From an optimization exercise on the open Yosys and OpenROAD flow, aimed at small area and a short achievable clock period; shortcuts taken in it are not production practice.
No run shown here included a check of the RTL's function; only the layout flow was run.

## flow/design.v (module list and top-level ports; edited modules follow where they fit)
// module Top_Module: 1007 lines
// module fa: 4 lines
// module ha: 4 lines
module Top_Module(
    input clk,
    input wire [31:0] Num1,
    input wire [31:0] Num2,
    output reg [31:0] out
);
  // ...
==> flow/flow/run.sh <==
#!/bin/bash
# Standard layout (the standard.sh) with two changes to how it is made:
# port buffers use buf_2 instead of the default delay-cell choice, and timing
# repair aims for a setup slack of 7.7 ns instead of 0. The clock period and
# all constraints are unchanged. Full tool output goes to standard.log.
bash standard.sh SETUP_SLACK_MARGIN=7.7 "BUFFER_PORTS_ARGS=-buffer_cell sky130_fd_sc_hd__buf_2" finish > standard.log 2>&1
==> flow/standard.sh <==
#!/bin/bash
# synth_recipe.tcl (not shown) runs the flow's synth.tcl, then flattens the netlist and writes it again
# the make line also repeats each setting of config.mk as NAME=value (left out here)
make -C /OpenROAD-flow-scripts/flow DESIGN_CONFIG=/design/flow/config.mk WORK_HOME=/design/flow/orfs CLKGATE_MAP_FILE= SYNTH_SCRIPT=/design/flow/synth_recipe.tcl "${@:-finish}"
==> flow/config.mk <==
export PLATFORM = sky130hd
export DESIGN_NAME = Top_Module
export DESIGN_NICKNAME = Top_Module
export VERILOG_FILES = /design/flow/design.v
export SDC_FILE = /design/flow/constraint.sdc
export NUM_CORES = 4
export LEC_CHECK = 0
export CAP_MARGIN = 20
export CORE_MARGIN = 2
export CORE_UTILIZATION = 40
export SLEW_MARGIN = 20
export SYNTH_HIERARCHICAL = 1
export SYNTH_MINIMUM_KEEP_SIZE = 0
==> flow/constraint.sdc <==
create_clock -name core_clock -period 11.0 [get_ports {clk}]
set_input_delay 2.2000 -clock core_clock [delete_from_list [all_inputs] [get_ports {clk}]]
set_output_delay 2.2000 -clock core_clock [all_outputs]
set_load 0.01 [all_outputs]
==> summary.md, run 1 <==
| Metric | Value |
|---|---|
| Status | complete, no violations |
| Worst Setup EP | st3$_DFF_P_ |
| Worst path max stage delay | roughly 0.52 ns |
| CP Buf/Inv Count | 1 |
| Hold-fix buffers, CTS | 0 |
| Htree depth | 2 |
| Vias in the first global route | 18707 |
| Setup violators final | 0 |
| Starting Density | 40.4% |
| Adder-cell share of the synthesized area | between 20 and 30% |
| Root buf cell | clkbuf_16 |
| R2R cell count | 12 |
| Cell variety after synth | 80 |
| Seq area share | roughly 24% |
| GR Layer Usage met2 | between 30% and 40% |
| Largest net degree at the start of global routing | 28 |
| Hold slack final | 0.323 ns |
| Cts repair resizes | 93 |
| Xor-xnor portion of the synthesized cell area | approximately 14% |
| Final hold violation count | 0 |
| Clock-cell share of area | slightly below 5% |
| Die Wd | between 200 and 250 um |
| Non-clk bufs | just over 200 |
| Asr flop ratio synth | 0% |
| Cts bufs inserted | 39 |
| Post-Synth Simple-Gate Area | between 8 and 9% |
| Post-synth top area share | around 28% |
| Max cap viols | 0 |
| DRC viols | 0 |
| Number of synthesized flops with an enable pin | 0 |
==> run 2: changes to the inputs <==
==> flow/flow/run.sh (replaced) <==
#!/bin/bash
# Standard layout (the standard.sh) with two changes to how it is made:
# port buffers use buf_2 instead of the default delay-cell choice, and timing
# repair aims for a setup slack of 0 ns instead of 0. The clock period and
# all constraints are unchanged. Full tool output goes to standard.log.
bash standard.sh SETUP_SLACK_MARGIN=0 "BUFFER_PORTS_ARGS=-buffer_cell sky130_fd_sc_hd__buf_2" finish > standard.log 2>&1
==> run 2 against run 1 <==
Compared with the run above: cell count decreased by 1.9%; sequential share of layout area up 1.2 points; first-iteration DRC count hardly changed; count of clock-buffer cells in the layout down 2; cell area fell by 4.9%; global-route usage shrank 0.51 points; critical path depth did not move; wire length decreased by 2.3%; hold slack gained 0.0011 ns; flip-flop and latch count stayed put.
==> summary.md, run 2 <==
| Metric | Value |
|---|---|
| Status | complete, no violations |
| CTS Sinks | roughly 320 |
| Final Non-Filler Cells | about 3000 |
| Post-synthesis instance area | between 20000 and 25000 um^2 |
| Worst r2r dst | p3[14]$_DFF_P_ |
| Commonest cells after routing, fill and taps aside | dfxtp_1 (313), xnor2_1 (306), a22oi_1 (269) |
| Max-slew headroom | 22.2% |
| DIE HEIGHT | 242 um |
| Cell Chain, Critical Path | fa_1 > ha_1 > fa_1 > ha_1 > nand2_1 > o31ai_1 > o21bai_1 > nor4b_1 > o21ai_0 > a21o_1 > o2bb2ai_1 > xnor2_1 |
| Post-route setup TNS | 0 ns |
| DR pass1 iterations | 6 |
| Iteration-0 DRC Markers | 1618 |
| Cell variety after synth | 80 (unchanged) |
| Synthesized area per cell | about 10 um^2 |
| Htree depth | 2 (unchanged) |
| Least-Margin Pin Slew | 1.15 ns |
| Hold Crit Class | flop to flop |
| Top delay family on crit path | adder cells |
| Post-Synthesis Cells | approximately 2200 |
| Cts repair resizes | 0 (-100%) |
| Initial antenna violation count | 1 |
| CP Buf/Inv Count | 0 (-1) |
| CP Depth | 12 |
| Final #Nets | about 2600 |
| Worst path max stage delay | 0.97 ns (+0.45 ns) |
| Largest net degree at the start of global routing | 55 (+96%) |
| Io pins | 97 |
| # rows | between 80 and 90 |
| Asr flop ratio synth | 0% (unchanged) |
| Register area | around 6400 um^2 |
| Primary FF master, synth | dfxtp_1 |
| RSZ-0062 raised after global routing | no |
| Grt ovf | 0 |
| Register-to-register setup slack | ~6.7 ns |
| ANT nets after route | 0 |
| Fin crit period | 4.31 ns |
| #FFs+latches synth | between 300 and 400 |
| Number of vias per cell | roughly 5.7 |
| Crit-path max FO | 6 |
| Layout cell share with drive strength beyond 1 | between 10 and 15% |
| Filler Cells Inserted | ~5300 |
| Setup violators final | 0 (unchanged) |
| Final hold violation count | 0 (unchanged) |
| All-Layer GR Usage | a little over a fifth |
| Cells after DPL | around 3000 |
| Root buf cell | clkbuf_16 |
| Sequential fraction of the synthesis area | around 28% |
| Total area of multi-input combinational cells | approximately 15000 um^2 |
| DRC viols | 0 (unchanged) |
| Most frequent cell after synthesis | dfxtp_1 |
| Number of synthesis warnings | 7 |
| Endpoint type of the worst setup path | flop |
| Leading cell type in the layout, fill and taps excluded | dfxtp_1 |
| Die area | between 50000 and 60000 um^2 |
| Wire per inst | approximately 22 um |
| Max Buffers Root-to-Sink | 3 |
| Ant. Diodes | 0 |
| Core ar. | about 56000 um^2 |
| Largest cells by area after synthesis | dfxtp_1 (28%), fa_1 (23%), xnor2_1 (12%) |
| HPWL after DPL | around 43 mm |
| Cts bufs inserted | 39 (unchanged) |
| Max-slew violations | 0 |
| Number of synthesized flops with an enable pin | 0 (unchanged) |
| Final wirelength | roughly 65 mm |
| Critical R2R Launch | r0[9]$_DFF_P_ |
| Clock slew at reported path FFs | around 0.060 ns |
| Starting Density | 40.4% (unchanged) |
| Post-synth top area share | 28.0% (unchanged) |
| Hold-fix buffers, CTS | 0 (unchanged) |
| Area Overhead vs Synth | 11.0% |
| Syn nets | roughly 2600 |
| TritonCTS clock tree | built |
| Global-route wire length before repair | roughly 100 mm |
| Max cap viols | 0 (unchanged) |
| Clock skew | ~0.032 ns |
| CP max stage cell | nor4b_1 |
| Critical path class | flop to flop |
| GPL Wtd Cong | between 0.8 and 0.9 |
| Vias in the first global route | 17991 (-3.8%) |
| Top cells by count, synth | dfxtp_1 (317), xnor2_1 (306), a22oi_1 (269) |
| Final period util | 39.2% |
| Die Wd | 242 um (unchanged) |
| F_max | about 0.23 GHz |
| Clock Latency Late Sink | around 0.57 ns |
| Worst Path Arrival | about 4.7 ns |
| CP required | 11.43 ns |
| Worst Setup EP | p3[14]$_DFF_P_ |
| R2R cell count | 12 (unchanged) |
| Critical Path Source | r0[9]$_DFF_P_ |
| Port buffer count | between 90 and 100 |
| DR vias | around 17000 |
| Biggest regs | r0 x46, r1 x46, r2 x44 |
| Post-CTS Setup Repair Bufs | 0 |
| Top cell type by total area after synthesis | dfxtp_1 |
| Startpoint types | flop |
[run 2: worst register-to-register path, cell delays in order, from the launching register on]
cell and delay [ns]:
dfxtp_1 0.31, fa_1 0.47, ha_1 0.21, fa_1 0.36
ha_1 0.38, nand2_1 0.14, o31ai_1 0.34, o21bai_1 0.25
nor4b_1 0.97, o21ai_0 0.25, a21o_1 0.23, o2bb2ai_1 0.13
xnor2_1 0.12
[run 2: per-module statistics from Yosys (local to each module, per instance)]
module	flops+latches	times used	cell area, um^2
Top_Module	317	1	17200
ha	0	25	12.5
fa	0	260	20.0
[run 2: area by class of cell]
type / count / area share [%]
clock buffers: 49 / 4.23
clock inverters: 15 / 0.994
inverters: 85 / 1.27
multi-input cells: 1605 / 60.9
flip-flops and latches: 317 / 25.2
well taps: 756 / 3.76
repair buffers: 153 / 3.62
[run 2: logic make-up after synthesis]
logic type               Yosys count  share of synthesized area (%)
adder cells (fa/ha/maj)          359                           28.5
buffers and inverters            252                           4.42
AO/OA/AOI/OAI                    536                           16.6
AND/OR/NAND/NOR                  337                           8.03
flip-flops                       317                           28.0
XOR/XNOR                         352                           13.6
other                              1                         0.0165
multiplexers                      20                          0.922
[run 2: per-layer routing]
layer | track usage [%] | wire length [um]
met1 | 28.8 | 27700
met2 | 34.7 | 28800
met3 | 5.52 | 6350
met4 | 8.51 | 2260
met5 | 0 | 0
[run 2: how the worst min path moves through the flow]
stage	slack [ns]	start	end	cells after the start
2_1_floorplan	0.31	n2$_DFF_P_	n3$_DFF_P_	0
3_3_place_gp	0.32	n2$_DFF_P_	n3$_DFF_P_	0
3_5_place_dp	0.31	x2[8]$_SDFF_PP1_	x3[8]$_DFF_P_	0
4_1_cts	0.33	x2[8]$_SDFF_PP1_	x3[8]$_DFF_P_	0
5_1_grt	0.33	x2[2]$_SDFF_PP1_	x3[2]$_DFF_P_	0
6_report	0.32	x2[8]$_SDFF_PP1_	x3[8]$_DFF_P_	0
[run 2: through the flow]
step	hold WS, ns	area (um^2)	setup slack [ns]	utilization (%)
5_1_grt	0.329	25200	6.35	44.8
3_5_place_dp	0.315	23800	6.47	42.4
2_1_floorplan	0.310	22700	7.38	-
3_3_place_gp	0.315	23800	6.55	42.4
6_report	0.324	25200	6.69	44.8
4_1_cts	0.327	25100	6.45	44.8

## afterwards: timing with drivers on the ports
How much do the figures lean on ideal ports? The routed layouts below were timed once more, with nothing changed but the port constraints.
Step 1, drivers: a clkbuf_16 drives clk and a buf_2 each remaining input, both assumed.
Step 2 times the ports against the registers' clock, not the clock port: input delays grow and output delays shrink by t, the midpoint of the rising clock arrivals with the driver on.
a / b / c = no drivers / after step 1 / after step 2; a / b = the first two.
run | t (ns) | setup slack, ns | latest minus earliest clock arrival (ns) | pins driven straight from the clock port
run 1 | 0.610 | 7.394 / 7.394 / 7.394 | 0.031 / 0.030 | 1
run 2 | 0.614 | 6.692 / 6.692 / 6.692 | 0.032 / 0.032 | 1
After both steps setup and hold are still met in every run listed.
